Source: an optimization exercise on an open RTL-to-GDS flow (aim: small area). Production flows keep margins and buffers that such runs may drop. In this exercise RTL edits were held to simulation tests only and were not proved equivalent to the original. Power and IR drop assume default switching activity.

alpha:
Design alu16, start of the top module:
module alu16(clk, rst, a, b, ctrl, res, R15);
	input clk, rst;
	input [15:0] a, b;
	input [3:0] ctrl;
	output reg [15:0] res;
	output reg [15:0] R15;
	wire [15:0] sum, quo, rem;
	wire [31:0] prod;
	reg [15:0] res_d, R15_d;
	ALU u_alu(.a(a), .b(b), .ctrl(ctrl), .sum(sum), .prod(prod), .quo(quo), .rem(rem));
	always @(*) begin
		res_d = res;
		R15_d = R15;
		case (ctrl)
			4'd0, 4'd1: res_d = sum;
			4'd2: {R15_d, res_d} = prod;
			4'd3: begin res_d = quo; R15_d = rem; end
			4'd4: res_d = a & b;
			4'd5: res_d = a | b;
			default: ;
		endcase
	end
	always @(posedge clk, negedge rst) begin
		if (~rst) begin
			res <= 16'h0000;
			R15 <= 16'h0000;
		end
		else begin
			res <= res_d;
			R15 <= R15_d;
		end
	end
endmodule
Size: ~1,800 cells after synthesis, roughly 70 I/O pins, ~14,000 µm² of cells after synthesis.
clock: 40.0 ns
lec_check: 0
cap_margin: 20
core_margin: 2
core_utilization: 40
gpl_timing_driven: 0
setup_slack_margin: -1.0
slew_margin: 20
synth_hierarchical: 1
synth_minimum_keep_size: 0
standard.sh (not shown) runs the stock make flow with config.mk's settings and CLKGATE_MAP_FILE= SYNTH_SCRIPT=/design/flow/synth_recipe.tcl, a recipe that flattens the netlist after the stock synthesis.
==> flow/flow/run.sh <==
#!/bin/bash
cp standard.sh standard_sh_copy.txt
export BUFFER_PORTS_ARGS="-buffer_cell sky130_fd_sc_hd__buf_1"
bash standard.sh > standard.log 2>&1
alpha: flow completed, timing, DRC and antenna clean
Input changes introduced in beta (baseline for comparison: alpha):
# alpha
export LEC_CHECK = 0
export CAP_MARGIN = 20
export CORE_MARGIN = 2
export CORE_UTILIZATION = 40
export GPL_TIMING_DRIVEN = 0
export SETUP_SLACK_MARGIN = -1.0
export SLEW_MARGIN = 20
export SYNTH_HIERARCHICAL = 1
export SYNTH_MINIMUM_KEEP_SIZE = 0
create_clock -name core_clock -period 40.0 [get_ports {clk}]
# beta
export LEC_CHECK = 0
export CAP_MARGIN = 20
export CORE_MARGIN = 2
export CORE_UTILIZATION = 40
export CTS_BUF_LIST = sky130_fd_sc_hd__clkbuf_8
export SETUP_SLACK_MARGIN = -1.0
export SLEW_MARGIN = 20
export SYNTH_HIERARCHICAL = 1
export SYNTH_MINIMUM_KEEP_SIZE = 0
create_clock -name core_clock -period 40.0 [get_ports {clk}]
Results
- Every run in the comparison, alpha and beta, completed the flow with a clean layout.
- beta vs alpha, maximum number of pins on one net before global-route repair went up by 83%.
- beta leaves more setup margin than alpha.
- Going from alpha to beta, via count decreased 0.76%; xor-xnor portion of the synthesized cell area essentially unchanged; fraction of layout cells with a size suffix above 1 decreased 3.0 points.
- beta vs. alpha: total power consumption of the routed design now sits lower, area of all placed cells without fillers now sits lower.
- Via density per instance went up slightly going from alpha to beta.
Here is what was changed in the inputs of gamma compared with beta.
# beta
export LEC_CHECK = 0
export CAP_MARGIN = 20
export CORE_MARGIN = 2
export CORE_UTILIZATION = 40
export CTS_BUF_LIST = sky130_fd_sc_hd__clkbuf_8
export SETUP_SLACK_MARGIN = -1.0
export SLEW_MARGIN = 20
export SYNTH_HIERARCHICAL = 1
export SYNTH_MINIMUM_KEEP_SIZE = 0
create_clock -name core_clock -period 40.0 [get_ports {clk}]
# gamma
export LEC_CHECK = 0
export CAP_MARGIN = 20
export CORE_MARGIN = 2
export CORE_UTILIZATION = 45
export CTS_BUF_LIST = sky130_fd_sc_hd__clkbuf_8
export SETUP_SLACK_MARGIN = -1.0
export SLEW_MARGIN = 20
export SYNTH_HIERARCHICAL = 1
export SYNTH_MINIMUM_KEEP_SIZE = 0
create_clock -name core_clock -period 40.0 [get_ports {clk}]
==> comparison <==
When the final numbers for gamma and beta were put side by side, the worst-case hold slack turned out to be smaller in gamma. Timing, DRC, antenna: 0 failures across gamma and beta. gamma against beta; sequential group power is down slightly. Clock group share of total power: higher on beta.
Inputs modified between gamma and delta:
# gamma
export LEC_CHECK = 0
export CAP_MARGIN = 20
export CORE_MARGIN = 2
export CORE_UTILIZATION = 45
export CTS_BUF_LIST = sky130_fd_sc_hd__clkbuf_8
export SETUP_SLACK_MARGIN = -1.0
export SLEW_MARGIN = 20
export SYNTH_HIERARCHICAL = 1
export SYNTH_MINIMUM_KEEP_SIZE = 0
create_clock -name core_clock -period 40.0 [get_ports {clk}]
# delta
export LEC_CHECK = 0
export CAP_MARGIN = 20
export CORE_MARGIN = 2
export CORE_UTILIZATION = 40
export CTS_BUF_LIST = sky130_fd_sc_hd__clkbuf_8
export PLACE_DENSITY = 0.5
export SETUP_SLACK_MARGIN = -1.0
export SLEW_MARGIN = 20
export SYNTH_HIERARCHICAL = 1
export SYNTH_MINIMUM_KEEP_SIZE = 0
create_clock -name core_clock -period 40.0 [get_ports {clk}]
### Flow results
Result: PASS for each of delta and gamma
Higher starting density of the core among delta and gamma: gamma
delta vs gamma, final clock period utilization by the worst path went down by 0.72 points.
The cell area of delta was inferior to that of gamma.
delta reports a higher detailed placement HPWL than gamma does.
Combined buffer and inverter count along the critical path, delta and gamma: smaller value in gamma

* * *

Setup of lane 5:
Starting RTL as in the previous note.
Design alu16, start of the top module:
module alu16(clk, rst, a, b, ctrl, res, R15);
	input clk, rst;
	input [15:0] a, b;
	input [3:0] ctrl;
	output reg [15:0] res;
	output reg [15:0] R15;
	wire [15:0] sum, quo, rem;
	wire [31:0] prod;
	reg [15:0] res_d, R15_d;
	ALU u_alu(.a(a), .b(b), .ctrl(ctrl), .sum(sum), .prod(prod), .quo(quo), .rem(rem));
	always @(*) begin
		res_d = res;
		R15_d = R15;
		case (ctrl)
			4'd0, 4'd1: res_d = sum;
			4'd2: {R15_d, res_d} = prod;
			4'd3: begin res_d = quo; R15_d = rem; end
			4'd4: res_d = a & b;
			4'd5: res_d = a | b;
			default: ;
		endcase
	end
	always @(posedge clk, negedge rst) begin
		if (~rst) begin
			res <= 16'h0000;
			R15 <= 16'h0000;
		end
		else begin
			res <= res_d;
			R15 <= R15_d;
		end
	end
endmodule
export LEC_CHECK = 0
export CAP_MARGIN = 20
export CORE_MARGIN = 2
export CORE_UTILIZATION = 40
export CTS_BUF_LIST = sky130_fd_sc_hd__clkbuf_8
export CTS_CLUSTER_SIZE = 12
export SETUP_SLACK_MARGIN = -1.0
export SLEW_MARGIN = 20
export SYNTH_HIERARCHICAL = 1
export SYNTH_MINIMUM_KEEP_SIZE = 0
create_clock -name core_clock -period 40.0 [get_ports {clk}]
Scripts as last shown in full above: flow/flow/run.sh
#### Input delta (lane 1 over lane 5)
Settings: CTS_CLUSTER_SIZE: 12 -> unset.
==> flow/flow/run.sh <==
#!/bin/bash
cp standard.sh standard_sh_copy.txt
export BUFFER_PORTS_ARGS="-buffer_cell sky130_fd_sc_hd__buf_1"
export SKIP_GATE_CLONING=1
bash standard.sh > standard.log 2>&1
[summary]
Count of final max-slew check failures: lane 5 vs lane 1 identical. Lane 5 and lane 1 ended up with roughly the same worst setup slack. Diff lane 5..lane 1 | final non-filler cell area | unchanged. Going from lane 5 to lane 1, first-pass GRT wire length did not really move; worst ir drop on vdd did not really move. The max-cap violation count was comparable across lane 1 and lane 5. Reported for lane 1 and lane 5, non-clock buffer total of the final layout turned out identical to the last digit.

[port drivers added, routing unchanged]
The results above use ideal ports. As a check the final layouts listed here were re-extracted and re-timed, cells and wires unchanged. Step 1 sets driving cells, clkbuf_16 on the clock port and buf_2 on the other inputs (assumed; they add their load-dependent delay and slew). Step 2 times the ports against the registers' clock, not the clock port: input delays grow and output delays shrink by t, the midpoint of the rising clock arrivals with the driver on. Three values: ideal, step 1, step 2; two values: the first two.
| run | t, ns | setup slack, ns | hold WS [ns] | slew at the worst register clock pin (ns) | worst data-port slew with drivers (ns) |
|---|---|---|---|---|---|
| alpha | 0.334 | 1.096 / 1.119 / 0.785 | 0.482 / 0.482 / 0.482 | 0.06 / 0.06 | 0.05 |
| beta | 0.343 | 1.276 / 1.289 / 0.946 | 0.495 / 0.495 / 0.495 | 0.09 / 0.09 | 0.08 |
| gamma | 0.350 | 1.239 / 1.239 / 0.888 | 0.480 / 0.480 / 0.480 | 0.08 / 0.08 | 0.10 |
| delta | 0.355 | 1.526 / 1.531 / 1.176 | 0.483 / 0.483 / 0.483 | 0.09 / 0.09 | 0.07 |
| lane 5 | 0.343 | 1.276 / 1.289 / 0.946 | 0.495 / 0.495 / 0.495 | 0.09 / 0.09 | 0.08 |
| lane 1 | 0.343 | 1.276 / 1.289 / 0.946 | 0.495 / 0.495 / 0.495 | 0.09 / 0.09 | 0.08 |
After both steps every run listed still meets setup and hold. For gamma, which loses most, drivers alone change the setup slack by 0.000 ns; drivers and shift together by -0.351 ns.
